Background: an optimization exercise with open tools, aiming at a short achievable clock period and few clock cycles. Do not read the settings as production practice. Only simulation tests tie the RTL to the original design; equivalence was not proved. Power is estimated from default activity; no workload was simulated.

Setup of indigo:
==> flow/design.v <==
module cpu_top (
    input  wire        clk,
    input  wire        reset,
    output wire [11:0] imem_addr,
    input  wire [17:0] imem_data,
    output wire [11:0] dmem_addr,
    output wire [17:0] dmem_wdata,
    output wire        dmem_we,
    input  wire [17:0] dmem_rdata,
    output wire        halted
);
    reg        stall_r;        
    reg        f_long;         
    reg [11:0] pc1;            
    reg [17:0] ir;
    reg        ir_v;
    reg [11:0] ir_pc1;         
    reg        x_v;
    reg [17:0] x_a, x_b, x_c;
    reg        x_add, x_sub, x_lgc, x_nor, x_shf, x_sra, x_pass;
    reg        x_wen;          
    reg        x_cmov;         
    reg [3:0]  x_wa;
    reg        x_ld, x_st, x_push, x_halt;
    reg [3:0]  x_rd;
    reg [11:0] m_addr;
    reg [17:0] m_wdata;
    reg        m_ld;
    reg [3:0]  m_rd;
    reg        m_wea;          
    reg [3:0]  m_wa;
    reg [17:0] m_res;
    reg        halted_r;
    reg [11:0] pc_o;
    reg        we_o;
    reg        halted_o;
    reg [17:0] R [0:15];
    wire [4:0]  f_op   = imem_data[17:13];
    wire        f_jmp  = (f_op[4:1] == 4'b0101);                
    localparam JK = 4;
    wire [11:0] f_off  = f_op[0] ? {{3{imem_data[8]}}, imem_data[8:0]}    
                                 : imem_data[11:0];                       
    wire [JK:0]   f_l0   = {1'b0, pc1[JK-1:0]} + {1'b0, f_off[JK-1:0]};
    wire [JK+1:0] f_l1s  = {1'b0, pc1[JK-1:0], 1'b1} + {1'b0, f_off[JK-1:0], 1'b1};
    wire [JK:0]   f_l1   = f_l1s[JK+1:1];                                 
    wire [11-JK:0] f_hi  = pc1[11:JK];
    wire [11-JK:0] f_hip = f_hi + 1'b1;
    wire          f_near = (f_off[11:JK] == {(12-JK){1'b0}});
    wire [11:0] f_t0   = {f_l0[JK] ? f_hip : f_hi, f_l0[JK-1:0]};         
    wire [11:0] f_t1   = {f_l1[JK] ? f_hip : f_hi, f_l1[JK-1:0]};         
    wire [11:0] pc2    = pc1 + 12'd1;
    wire [17:0] s_add = x_a + x_b;
    wire [17:0] s_sub = x_a - x_b;
    wire [17:0] lgc   = x_nor ? ~(x_a | x_b) : ~(x_a & x_b);
    wire [18:0] shx   = $signed({x_sra & x_a[17], x_a}) >>> x_b[4:0];
    wire [17:0] x_res = ({18{x_add}}  & s_add)
                      | ({18{x_sub}}  & s_sub)
                      | ({18{x_lgc}}  & lgc)
                      | ({18{x_shf}}  & shx[17:0])
                      | ({18{x_pass}} & x_a)
                      | ({18{x_cmov}} & ((x_b != 18'd0) ? x_a : x_c));
    wire        x_we  = x_v & x_wen;
    wire [4:0]  op  = ir[17:13];
    wire [3:0]  rd  = ir[12:9];
    wire [3:0]  rs1 = ir[8:5];
    wire [3:0]  rs2 = ir[4:1];
    wire [17:0] sx  = {{13{ir[4]}}, ir[4:0]};
    wire [11:0] r_off = op[0] ? {{3{ir[8]}}, ir[8:0]} : ir[11:0];
    wire [11:0] r_t0  = ir_pc1 + r_off;
    wire [12:0] r_t1s = {ir_pc1, 1'b1} + {r_off, 1'b1};
    wire [11:0] r_t1  = r_t1s[12:1];
    wire d_rr    = (op[4:3] == 2'b00) && (op[2:1] != 2'b11);    
    wire d_imm   = (op == 5'd6) || (op == 5'd7) || (op == 5'd8) || (op == 5'd9);
    wire d_add   = (op == 5'd0) || (op == 5'd6);
    wire d_sub   = (op == 5'd1) || (op == 5'd7);
    wire d_lgc   = (op == 5'd2) || (op == 5'd3) || (op == 5'd8) || (op == 5'd9);
    wire d_shf   = (op == 5'd4) || (op == 5'd5);
    wire d_jal   = (op == 5'd11);
    wire d_ld    = (op == 5'd12);
    wire d_st    = (op == 5'd13);
    wire d_push  = (op == 5'd14);
    wire d_pop   = (op == 5'd15);
    wire d_lui   = (op == 5'd16);
    wire d_cmov  = (op == 5'd17);
    wire d_halt  = (op == 5'd31);
    wire use_sp  = d_push | d_pop;
    wire [3:0] f_rd  = imem_data[12:9];
    wire [3:0] f_rs1 = imem_data[8:5];
    wire [3:0] f_rs2 = imem_data[4:1];
    wire f_use_rs1 = (f_op <= 5'd9) | (f_op == 5'd12) | (f_op == 5'd13) | (f_op == 5'd17);
    wire f_use_rs2 = (f_op <= 5'd5) | (f_op == 5'd17);
    wire f_use_rd  = (f_op == 5'd13) | (f_op == 5'd14) | (f_op == 5'd17);  
    wire f_use_sp  = (f_op == 5'd14) | (f_op == 5'd15);
    wire f_dep = (f_use_rs1 & (f_rs1 == rd)) | (f_use_rs2 & (f_rs2 == rd)) |
                 (f_use_rd  & (f_rd  == rd)) | (f_use_sp  & (rd == 4'd15));
    wire run   = ir_v & ~halted_r;
    wire stall = stall_r;
    wire go    = run & ~stall_r & ~(x_v & x_halt);
    wire [3:0] ra = use_sp ? 4'd15 : rs1;
    function [17:0] rdreg(input [3:0] n);
        if (x_we && x_wa == n)
            rdreg = x_res;
        else if (m_ld && m_rd == n)
            rdreg = dmem_rdata;
        else if (m_wea && m_wa == n)
            rdreg = m_res;
        else
            rdreg = R[n];
    endfunction
    wire [17:0] va = rdreg(ra);
    wire [17:0] vb = rdreg(rs2);
    wire [17:0] vc = rdreg(rd);
    wire [17:0] d_a = d_lui ? {ir[8:0], 9'd0} :
                      d_jal ? {6'd0, ir_pc1}  : va;
    wire [17:0] d_b = (d_imm | d_ld | d_st) ? sx :
                      (d_push | d_pop) ? 18'd1 : vb;    
    always @(posedge clk or posedge reset) begin
        if (reset) begin
            pc1     <= 12'd1;
            f_long  <= 1'b0;
            stall_r <= 1'b0;
        end else begin
            if (f_long)
                pc1 <= r_t1;
            else if (!stall)
                pc1 <= f_jmp ? f_t1 : pc2;
            f_long <= ~f_long & ~stall & f_jmp & ~f_near;
            stall_r <= go & (d_ld | d_pop) & ~f_long & f_dep;
        end
    end
    always @(posedge clk) begin
        if (reset) begin
            pc_o     <= 12'd0;
            we_o     <= 1'b0;
            halted_o <= 1'b0;
        end else begin
            if (f_long)
                pc_o <= r_t0;
            else if (!stall)
                pc_o <= f_jmp ? f_t0 : pc1;
            we_o     <= x_v & x_st;
            halted_o <= halted_r | (x_v & x_halt);
        end
    end
    always @(posedge clk or posedge reset) begin
        if (reset)
            ir_v <= 1'b0;
        else if (f_long)
            ir_v <= 1'b0;
        else if (!stall)
            ir_v <= 1'b1;
    end
    always @(posedge clk) begin
        if (!stall) begin
            ir     <= imem_data;
            ir_pc1 <= pc1;
        end
    end
    always @(posedge clk or posedge reset) begin
        if (reset)
            x_v <= 1'b0;
        else
            x_v <= go;
    end
    always @(posedge clk) begin
        x_a    <= d_a;
        x_b    <= d_b;
        x_c    <= vc;
        x_add  <= d_add | d_ld | d_st | d_pop;
        x_sub  <= d_sub | d_push;
        x_lgc  <= d_lgc;
        x_nor  <= op[0];
        x_shf  <= d_shf;
        x_sra  <= op[0];
        x_pass <= d_lui | d_jal;
        x_wen  <= d_rr | d_imm | d_lui | d_jal | d_push | d_pop | d_cmov;
        x_cmov <= d_cmov;
        x_wa   <= use_sp ? 4'd15 : rd;
        x_ld   <= d_ld | d_pop;
        x_st   <= d_st | d_push;
        x_push <= d_push;
        x_halt <= d_halt;
        x_rd   <= rd;
    end
    always @(posedge clk or posedge reset) begin
        if (reset) begin
            halted_r <= 1'b0;
            m_ld     <= 1'b0;
            m_wea    <= 1'b0;
        end else begin
            if (x_v & x_halt)
                halted_r <= 1'b1;
            m_ld    <= x_v & x_ld;
            m_wea   <= x_we;
        end
    end
    always @(posedge clk) begin
        m_addr  <= x_push ? x_a[11:0] : s_add[11:0];
        m_wdata <= x_c;
        m_rd    <= x_rd;
        m_wa    <= x_wa;
        m_res   <= x_res;
    end
    integer i;
    always @(posedge clk or posedge reset) begin
        if (reset) begin
            for (i = 0; i < 16; i = i + 1)
                R[i] <= 18'd0;
        end else begin
            for (i = 0; i < 16; i = i + 1) begin
                if (m_ld && m_rd == i[3:0])
                    R[i] <= dmem_rdata;
                else if (m_wea && m_wa == i[3:0])
                    R[i] <= m_res;
            end
        end
    end
    assign imem_addr  = pc_o;
    assign dmem_addr  = m_addr;
    assign dmem_wdata = m_wdata;
    assign dmem_we    = we_o;
    assign halted     = halted_o;
endmodule
Settings: LEC_CHECK=0, ABC_CLOCK_PERIOD_IN_PS=2500, CAP_MARGIN=20, CORE_MARGIN=2, CORE_UTILIZATION=40, PLACE_DENSITY=0.6, SLEW_MARGIN=20, TNS_END_PERCENT=100; clock period 10.0 ns.
standard.sh (not shown) runs the stock make flow with config.mk's settings and CLKGATE_MAP_FILE= SYNTH_SCRIPT=/design/flow/synth_recipe.tcl, a recipe that flattens the netlist after the stock synthesis.
==> flow/flow/run.sh <==
#!/bin/bash
# The standard layout, with two changes to how it is made:
#  - timing repair aims at a period well under the 10 ns clock (setup
#    margin 7 ns), so the resizer works on the paths that set the achieved
#    period;
#  - the resizer may swap a cell for a drive strength with a different
#    footprint (MATCH_CELL_FOOTPRINT 0); placement is legalised after it.
# Synthesis, clock, constraints and all other steps are unchanged.
set -euo pipefail
bash standard.sh SETUP_SLACK_MARGIN=7 MATCH_CELL_FOOTPRINT=0 finish > standard_make.log 2>&1
In summary, indigo completed successfully, with a layout that passed the timing, design-rule and antenna checks.
Testbench counts of indigo, summed over its fixed seeds: cycles 23,505.
Edits applied to the flow inputs when going from indigo to fjord:
diff --git a/flow/design.v b/flow/design.v
--- a/flow/design.v
+++ b/flow/design.v
@@ -16,4 +16,5 @@
     reg        ir_v;
     reg [11:0] ir_pc1;         
+    reg [15:0] ra_oh, rb_oh, rc_oh;   
     reg        x_v;
     reg [17:0] x_a, x_b, x_c;
@@ -98,5 +99,13 @@
     wire go    = run & ~stall_r & ~(x_v & x_halt);
     wire [3:0] ra = use_sp ? 4'd15 : rs1;
-    function [17:0] rdreg(input [3:0] n);
+    function [17:0] rfsel(input [15:0] oh);
+        integer j;
+        begin
+            rfsel = 18'd0;
+            for (j = 0; j < 16; j = j + 1)
+                rfsel = rfsel | ({18{oh[j]}} & R[j]);
+        end
+    endfunction
+    function [17:0] rdreg(input [3:0] n, input [17:0] rf);
         if (x_we && x_wa == n)
             rdreg = x_res;
@@ -106,9 +115,9 @@
             rdreg = m_res;
         else
-            rdreg = R[n];
+            rdreg = rf;
     endfunction
-    wire [17:0] va = rdreg(ra);
-    wire [17:0] vb = rdreg(rs2);
-    wire [17:0] vc = rdreg(rd);
+    wire [17:0] va = rdreg(ra,  rfsel(ra_oh));
+    wire [17:0] vb = rdreg(rs2, rfsel(rb_oh));
+    wire [17:0] vc = rdreg(rd,  rfsel(rc_oh));
     wire [17:0] d_a = d_lui ? {ir[8:0], 9'd0} :
                       d_jal ? {6'd0, ir_pc1}  : va;
@@ -155,4 +164,7 @@
             ir     <= imem_data;
             ir_pc1 <= pc1;
+            ra_oh  <= f_use_sp ? 16'h8000 : 16'd1 << f_rs1;
+            rb_oh  <= 16'd1 << f_rs2;
+            rc_oh  <= 16'd1 << f_rd;
         end
     end
==> run summary <==
Relative to indigo, the number of cells upsized or downsized after cts of fjord is lower by 84.
Initial cell density of the core: fjord vs indigo, no meaningful difference
fjord closes out successfully: all stages finished, all timing, DRC and antenna checks passed.
fjord packs its core more loosely than indigo.
Going from indigo to fjord, initial DRC count fell about 12%; count of placed standard cells in the final layout, fillers left out moved down; worst hold slack now sits lower; total wirelength of the detailed-routed design moved down; final area fell by 1400 um^2.
Changes observed in fjord relative to indigo: number of non-clock inverters moved up, maximum fanout count along the critical path decreased 20, power rose by 2.9%.
Testbench counts of fjord, summed over its fixed seeds: cycles 23,505.


cpu_top, a different RTL version from the one above (not shown whole).
Size in the first run: about 3700 cells after synthesis, ~530 flip-flops.
export LEC_CHECK = 0
export ABC_CLOCK_PERIOD_IN_PS = 2500
export CAP_MARGIN = 20
export CORE_MARGIN = 2
export CORE_UTILIZATION = 40
export PLACE_DENSITY = 0.6
export SLEW_MARGIN = 20
export TNS_END_PERCENT = 100
create_clock -name core_clock -period 10.0 [get_ports {clk}]
==> flow/flow/run.sh <==
#!/bin/bash
# The standard layout, with three changes to how it is made:
#  - timing repair aims at a period well under the 10 ns clock (setup
#    margin 7 ns), so the resizer works on the paths that set the achieved
#    period;
#  - the resizer may swap a cell for a drive strength with a different
#    footprint (MATCH_CELL_FOOTPRINT 0); placement is legalised after it;
#  - synthesis leaves adders to ABC instead of mapping them to the
#    library's full/half-adder cells (ADDER_MAP_FILE empty). Registers,
#    their names and cell types are the same as the standard synthesis's.
# The clock, constraints and all other steps are unchanged.
set -euo pipefail
bash standard.sh SETUP_SLACK_MARGIN=7 MATCH_CELL_FOOTPRINT=0 ADDER_MAP_FILE= finish > standard_make.log 2>&1
The starting point completed with no timing, DRC or antenna violations.
Testbench counts at the start, summed over its fixed seeds: cycles 23,505.
Rerun with:
--- a/flow/design.v
+++ b/flow/design.v
@@ -34,27 +34,24 @@
     reg        halted_r;
     reg [11:0] pc_o;
     reg        we_o;
     reg        halted_o;
     reg [17:0] R [0:15];
     wire [4:0]  f_op   = imem_data[17:13];
     wire        f_jmp  = (f_op[4:1] == 4'b0101);                
-    localparam JK = 4;
+    localparam JK = 6;
     wire [11:0] f_off  = f_op[0] ? {{3{imem_data[8]}}, imem_data[8:0]}    
                                  : imem_data[11:0];                       
-    wire [JK:0]   f_l0   = {1'b0, pc1[JK-1:0]} + {1'b0, f_off[JK-1:0]};
-    wire [11:0]   pc2    = pc1 + 12'd1;
-    wire [JK:0]   f_l1   = {1'b0, pc2[JK-1:0]} + {1'b0, f_off[JK-1:0]};
-    wire [11-JK:0] f_hi  = pc1[11:JK];
-    wire [11-JK:0] f_hip = f_hi + 1'b1;
-    wire          f_near = (f_off[11:JK] == {(12-JK){1'b0}});
-    wire [11:0] f_t0   = {f_l0[JK] ? f_hip : f_hi, f_l0[JK-1:0]};         
-    wire [11-JK:0] f_h2  = pc2[11:JK];
-    wire [11-JK:0] f_h2p = f_h2 + 1'b1;
-    wire [11:0] f_t1   = {f_l1[JK] ? f_h2p : f_h2, f_l1[JK-1:0]};         
+    wire [JK-1:0] f_l0   = pc1[JK-1:0] + f_off[JK-1:0];
+    wire [JK+1:0] f_l1s  = {1'b0, pc1[JK-1:0], 1'b1} + {1'b0, f_off[JK-1:0], 1'b1};
+    wire [JK:0]   f_l1   = f_l1s[JK+1:1];                                 
+    wire          f_near = (f_off[11:JK] == {(12-JK){1'b0}}) & ~f_l1[JK];
+    wire [11:0] f_t0   = {pc1[11:JK], f_l0};                              
+    wire [11:0] f_t1   = {pc1[11:JK], f_l1[JK-1:0]};                      
+    wire [11:0] pc2    = pc1 + 12'd1;
     wire [17:0] s_add = x_a + x_b;
     wire [17:0] s_sub = x_a - x_b;
     wire [17:0] lgc   = x_nor ? ~(x_a | x_b) : ~(x_a & x_b);
     wire [18:0] shx   = $signed({x_sra & x_a[17], x_a}) >>> x_b[4:0];
     wire [17:0] x_res = ({18{x_add}}  & s_add)
                       | ({18{x_sub}}  & s_sub)
                       | ({18{x_lgc}}  & lgc)
@@ -120,38 +117,40 @@
     wire [17:0] va = rdreg(ra,  rfsel(ra_oh));
     wire [17:0] vb = rdreg(rs2, rfsel(rb_oh));
     wire [17:0] vc = rdreg(rd,  rfsel(rc_oh));
     wire [17:0] d_a = d_lui ? {ir[8:0], 9'd0} :
                       d_jal ? {6'd0, ir_pc1}  : va;
     wire [17:0] d_b = (d_imm | d_ld | d_st) ? sx :
                       (d_push | d_pop) ? 18'd1 : vb;    
+    wire        n_long = f_long;
+    wire        n_hold = ~f_long & stall_r;
+    wire        n_seq  = ~f_long & ~stall_r & ~f_jmp;
+    wire        n_jmp  = ~f_long & ~stall_r &  f_jmp;
+    wire [11:0] pc_next  = ({12{n_long}} & r_t0) | ({12{n_hold}} & pc_o)
+                         | ({12{n_seq}}  & pc1)  | ({12{n_jmp}}  & f_t0);
+    wire [11:0] pc1_next = ({12{n_long}} & r_t1) | ({12{n_hold}} & pc1)
+                         | ({12{n_seq}}  & pc2)  | ({12{n_jmp}}  & f_t1);
     always @(posedge clk or posedge reset) begin
         if (reset) begin
             pc1     <= 12'd1;
             f_long  <= 1'b0;
             stall_r <= 1'b0;
         end else begin
-            if (f_long)
-                pc1 <= r_t1;
-            else if (!stall)
-                pc1 <= f_jmp ? f_t1 : pc2;
+            pc1 <= pc1_next;
             f_long <= ~f_long & ~stall & f_jmp & ~f_near;
             stall_r <= go & (d_ld | d_pop) & ~f_long & f_dep;
         end
     end
     always @(posedge clk) begin
         if (reset) begin
             pc_o     <= 12'd0;
             we_o     <= 1'b0;
             halted_o <= 1'b0;
         end else begin
-            if (f_long)
-                pc_o <= r_t0;
-            else if (!stall)
-                pc_o <= f_jmp ? f_t0 : pc1;
+            pc_o <= pc_next;
             we_o     <= x_v & x_st;
             halted_o <= halted_r | (x_v & x_halt);
         end
     end
     always @(posedge clk or posedge reset) begin
         if (reset)
             ir_v <= 1'b0;
- cell count is about the same
- final area goes up by 0.32%
- via count came out higher by 0.35%
- count of clock-buffer cells in the layout drops by 4
- global-route usage barely changes
- wire length barely changes
- total power drops by 1.1%
- setup slack gets worse by 21 ps
- hold slack stays flat
Testbench counts after the change, summed over its fixed seeds: cycles 23,576.

==> what the ideal ports hide <==
No port has a modelled driver above. Below, the same layouts with a new extraction and two added sets of constraints. Step 1 assumes that a clkbuf_16 drives the clock port and a buf_2 every other input. Step 2 adds t to the input delays and takes it off the output delays; t is the mean of the earliest and latest rising clock arrival at the registers after step 1. Input paths then give back, and output paths get back, about the clock's delay inside the block. Slacks: no drivers / after step 1 / after step 2; pairs: no drivers / after step 1.
run | shift t [ns] | setup slack, ns | clock arrival spread, ns | worst register clock-pin slew, ns
indigo | 0.702 | 6.668 / 6.668 / 6.118 | 0.029 / 0.029 | 0.07 / 0.07
fjord | 0.724 | 6.835 / 6.801 / 6.110 | 0.036 / 0.035 | 0.07 / 0.07
the first run of note 2 | 0.730 | 6.884 / 6.818 / 6.179 | 0.060 / 0.061 | 0.07 / 0.07
the second run of note 2 | 0.740 | 6.863 / 6.797 / 6.263 | 0.030 / 0.031 | 0.07 / 0.07
After both steps every run listed still meets setup and hold. The setup slack of fjord, which loses most, moves by -0.034 ns with the drivers and by -0.725 ns with both steps.
